Source: an optimization exercise on an open RTL-to-GDS flow (aim: small area). Production flows keep margins and buffers that such runs may drop. RTL that was checked went through simulation tests only; none was proved equivalent to the original. The clock port is modelled as an ideal driver, which makes a skipped or thinned clock tree look cheaper than it is; a real chip needs a root buffer or a tree. Power is estimated from default activity; no workload was simulated.

==> 09-28 <==
==> flow/design.v (excerpt) <==
module top2(
    input        clk,
    input        rst_n,
    input        echo2,
    output       trig2,
    output       led0,
    output [9:0] hz
);
    wire       last, phase_end;
    wire [8:0] dis;
    wire [8:0] disp;
    reg        wait1, wait2;
    hc_sr042 HC_SR04_inst(
        .clk(clk), .rst_n(rst_n), .echo2(echo2),
        .trig2(trig2), .last(last), .dis(dis));
    bcd2 bin_bcd_inst(
        .clk(clk), .rst_n(rst_n), .phase_end(phase_end));
    always @(posedge clk)
        if (!rst_n) begin
            wait1 <= 1'b0;
            wait2 <= 1'b0;
        end else begin
            if (last)           wait1 <= 1'b1;
            else if (phase_end) wait1 <= 1'b0;
            if (phase_end)      wait2 <= wait1;
        end
    smg2 x7seg_msg_inst(
        .clk(clk), .rst_n(rst_n), .dis(dis), .load(phase_end & wait2),
        .disp(disp), .led0(led0));
    assign hz = {1'b0, disp};
endmodule
==> module hc_sr042, before the edit <==
module hc_sr042 #(
    parameter [21:0] S0   = 22'h337507,
    parameter [21:0] S1   = 22'h26ea0e,
    parameter [21:0] S601 = 22'h2431c5,
    parameter [21:0] STM2 = 22'h1cdd41
) (
    input            clk,
    input            rst_n,
    input            echo2,
    output reg       trig2,
    output reg       last,       
    output reg [8:0] dis
);
    localparam [21:0] INV = 22'h2aaaaa;
    reg  [21:0] y;
    wire [21:0] s = y ^ INV;
    reg  [23:0] acc;
    always @(posedge clk)
        if (!rst_n) y <= S0 ^ INV;
        else        y <= {s[20:0], s[21] ^ s[20] ^ last} ^ INV;
    always @(posedge clk)
        if (!rst_n) last <= 1'b0;
        else        last <= (s == STM2);
    always @(posedge clk or negedge rst_n)
        if (!rst_n) trig2 <= 1'b0;
        else        trig2 <= (s == S1) | (trig2 & (s != S601));
    wire [24:0] cy;
    wire [23:0] sum;
    assign sum[0] = acc[0] ^ echo2;
    assign cy[1]  = acc[0] & echo2;
    assign sum[1] = acc[1] ^ echo2 ^ cy[1];
    assign cy[2]  = (acc[1] & echo2) | (cy[1] & (acc[1] ^ echo2));
    assign sum[2] = acc[2] ^ cy[2];
    assign cy[3]  = acc[2] & cy[2];
    assign sum[3] = acc[3] ^ echo2 ^ cy[3];
    assign cy[4]  = (acc[3] & echo2) | (cy[3] & (acc[3] ^ echo2));
    genvar i;
    generate for (i = 4; i < 24; i = i + 1) begin : inc
        assign sum[i]  = acc[i] ^ cy[i];
        assign cy[i+1] = acc[i] & cy[i];
    end endgenerate
    always @(posedge clk)
        if (!rst_n || (!echo2 && last)) acc <= 24'd0;
        else                            acc <= sum;
    wire [8:0] d    = acc[23:15];
    wire       ge   = d[8] & d[7] & (d[6] | d[5] | d[4]);    
    wire [8:0] fold = ge ? {2'b00, d[6:4] - 3'd1, d[3:0]} : d;
    always @(posedge clk)
        if (s == STM2) dis <= fold;
endmodule
Settings: LEC_CHECK=0, CAP_MARGIN=20, CORE_MARGIN=2, CORE_UTILIZATION=65, SLEW_MARGIN=20; clock period 10.0 ns.
standard.sh (not shown) runs the stock make flow with config.mk's settings and CLKGATE_MAP_FILE= SYNTH_SCRIPT=/design/flow/synth_recipe.tcl, a recipe that flattens the netlist after the stock synthesis.
==> flow/flow/run.sh <==
#!/bin/bash
# Standard ORFS layout (the standard.sh) with these changes:
# - synthesis maps logic with an area-oriented ABC script (flow/synth_area.tcl,
#   flow/area.abc); registers are the standard synthesis's;
# - combinational cells are downsized after synthesis and synthesis buffers
#   removed (flow/pre_floorplan.tcl); the flow's repair sizes up what timing
#   needs;
# - port buffers are minimum-size buffers;
# - the clock tree is a few clock buffers, each driving an equal share of
#   the flip-flops (flow/pre_cts.tcl), in place of TritonCTS's H-tree.
# Logs: standard.log here, and ORFS's per-step logs under orfs/logs.
set -uo pipefail
W=$(pwd)
F=$W/flow
bash standard.sh \
  "SYNTH_SCRIPT=$F/synth_area.tcl" \
  "FLOW_SYNTH_TCL=$W/synth_recipe.tcl" \
  "AREA_ABC_SCRIPT=$F/area.abc" \
  "PRE_FLOORPLAN_TCL=$F/pre_floorplan.tcl" \
  REMOVE_ABC_BUFFERS=1 \
  "BUFFER_PORTS_ARGS=-buffer_cell sky130_fd_sc_hd__buf_1" \
  "PRE_CTS_TCL=$F/pre_cts.tcl" \
  CLK_LEAF_BUF=${CLK_LEAF_BUF:-sky130_fd_sc_hd__clkbuf_8} CLK_NCLUSTERS=${CLK_NCLUSTERS:-4} \
  finish > standard.log 2>&1
==> flow/flow/area.abc <==
strash
dch
amap
topo
==> flow/flow/synth_area.tcl <==
# The standard flow's synthesis (synth_recipe.tcl, sourced below unchanged), with ABC's
# technology mapping run with an area-oriented script (AREA_ABC_SCRIPT) in
# place of ORFS's delay-oriented one, which with its 10 ps delay target
# upsizes most cells. Everything before ABC (and so every register, its
# name and its cell) is the standard synthesis; ABC maps only the logic
# between registers.
proc abc {args} {
  set i [lsearch -exact $args -script]
  if {$i >= 0} { lset args [expr {$i + 1}] $::env(AREA_ABC_SCRIPT) }
  set j [lsearch -exact $args -D]
  if {$j >= 0} { set args [lreplace $args $j [expr {$j + 1}]] }
  yosys abc {*}$args
}
source $::env(FLOW_SYNTH_TCL)
Other scripts of this flow, unchanged in this note and not shown: flow/flow/pre_cts.tcl, flow/flow/pre_floorplan.tcl
==> 05-05 (differences from 09-28) <==
--- a/flow/design.v
+++ b/flow/design.v
@@ -13,3 +13,3 @@
 );
-    localparam [21:0] INV = 22'h2aaaaa;
+    localparam [21:0] INV = 22'h155555;
     reg  [21:0] y;
--- a/flow/flow/run.sh
+++ b/flow/flow/run.sh
@@ -2,3 +2,4 @@
 # Standard ORFS layout (the standard.sh) with these changes:
-# - synthesis maps logic with an area-oriented ABC script (flow/synth_area.tcl,
+# - synthesis maps logic with an area-oriented ABC script and without
+#   fixed adder cells (flow/synth_area.tcl,
 #   flow/area.abc); registers are the standard synthesis's;
==> flow/flow/area.abc (replaced) <==
strash
dc2
dch
amap
topo
==> flow/flow/synth_area.tcl (replaced) <==
# The standard flow's synthesis (synth_recipe.tcl, sourced below unchanged) with two
# changes to how the logic between registers is mapped to cells:
# - ABC runs an area-oriented script (AREA_ABC_SCRIPT) in place of ORFS's
#   delay-oriented one, which with its 10 ps delay target upsizes most
#   cells;
# - Yosys's extract_fa is skipped, so ABC maps the counters' adder logic
#   together with the logic around it instead of as fixed half/full-adder
#   cells.
# Every register, its name and its cell are those of the standard
# synthesis: both changes only affect combinational logic.
proc abc {args} {
  set i [lsearch -exact $args -script]
  if {$i >= 0} { lset args [expr {$i + 1}] $::env(AREA_ABC_SCRIPT) }
  set j [lsearch -exact $args -D]
  if {$j >= 0} { set args [lreplace $args $j [expr {$j + 1}]] }
  yosys abc {*}$args
}
proc extract_fa {args} { puts "extract_fa skipped" }
source $::env(FLOW_SYNTH_TCL)
Settings changed: CAP_MARGIN 20 to 0, CORE_UTILIZATION 65 to 80, GPL_TIMING_DRIVEN from default to 0, SLEW_MARGIN 20 to 0.
==> 09-04 (differences from 09-28) <==
--- a/flow/design.v
+++ b/flow/design.v
@@ -13,3 +13,3 @@
 );
-    localparam [21:0] INV = 22'h2aaaaa;
+    localparam [21:0] INV = 22'h155555;
     reg  [21:0] y;
==> flow/flow/run.sh (replaced) <==
#!/bin/bash
# Standard ORFS layout with: combinational cells downsized after synthesis
# (the flow's repair sizes up what timing needs), synthesis buffers removed,
# minimum-size port buffers, and a few clock buffers (flow/pre_cts.tcl) in place of the CTS
# H-tree. Logs: standard.log here and ORFS's per-step logs under orfs/logs.
set -uo pipefail
F=$(pwd)/flow
bash standard.sh \
  "PRE_FLOORPLAN_TCL=$F/pre_floorplan.tcl" \
  REMOVE_ABC_BUFFERS=1 \
  "BUFFER_PORTS_ARGS=-buffer_cell sky130_fd_sc_hd__buf_1" \
  "PRE_CTS_TCL=$F/pre_cts.tcl" \
  CLK_LEAF_BUF=${CLK_LEAF_BUF:-sky130_fd_sc_hd__clkbuf_8} CLK_NCLUSTERS=${CLK_NCLUSTERS:-4} \
  finish > standard.log 2>&1
removed: flow/flow/area.abc
removed: flow/flow/synth_area.tcl
==> summary.txt <==
quantity	05-05	09-28	09-04
Multi-input combinational cell area	820.8 um^2	945.9 um^2	1023 um^2
Met3 track demand over resource in global routing	0.01732	0.01833	0.01809
Number of DRC markers in iteration 0	229	110	62
Crit-path most repeated cell	sky130_fd_sc_hd__and3_1	sky130_fd_sc_hd__ha_1	sky130_fd_sc_hd__ha_1
Outcome	finished clean	finished clean	finished clean
Power attributed to the clock group	108 uW	106 uW	108 uW
Period Utilization, post-route	0.5315	0.6920	0.6940
Wire length of the first global-routing pass	7.224 mm	6.486 mm	6.437 mm
Count of unique library cells instantiated by Yosys	32	28	-
Via-per-instance ratio	6.068	5.338	5.220
Count leader, synth	sky130_fd_sc_hd__dfxtp_1	sky130_fd_sc_hd__dfxtp_1	-
Met1 track demand over resource in global routing	0.3545	0.2384	0.2471
Routed met3 length	148 um	140 um	116 um
Sequential-cell power consumption	315 uW	316 uW	317 uW
Combinational Power Share	0.036	0.041	0.037
Clock slew at reported path FFs	110 ps	110 ps	120 ps
Core Footprint	3003 um^2	3943 um^2	4000 um^2
Fraction of synthesis flops using an asynchronous set or reset pin	0.1486	0.1486	-
Largest net degree at the start of global routing	25	30	43
Period minus WS final	5315 ps	6920 ps	6940 ps
Only the layout flow was run in 09-28; the RTL was not checked for function there. In every run of this note, the design's own scripts or RTL, not TritonCTS, make the clock network.

-- separate check: timing with driven ports --
In the flow no input, the clock included, has a driving cell. The finished layouts below were timed again as built, in two steps. Step 1 sets driving cells, clkbuf_16 on the clock port and buf_2 on the other inputs (assumed; they add their load-dependent delay and slew). Step 2 moves the port delays by t, midway between the first and last clock arrival at a register: inputs arrive t later, outputs are due t later. That takes back most of the time a late clock gives input paths. Three values: ideal ports, drivers, drivers and shift; two values: the first two.
run	t (ns)	slack for setup (ns)	latest minus earliest clock arrival (ns)	worst register clock-pin slew, ns	worst data-port slew with drivers (ns)
09-28	0.210	3.080 / 3.108 / 2.898	0.009 / 0.010	0.11 / 0.11	0.03
05-05	0.205	4.685 / 4.712 / 4.507	0.016 / 0.016	0.11 / 0.11	0.03
09-04	0.215	3.060 / 3.090 / 2.875	0.015 / 0.014	0.12 / 0.12	0.03
After both steps setup and hold are still met in every run listed. For 09-04, which loses most, drivers alone change the setup slack by +0.030 ns; drivers and shift together by -0.185 ns.
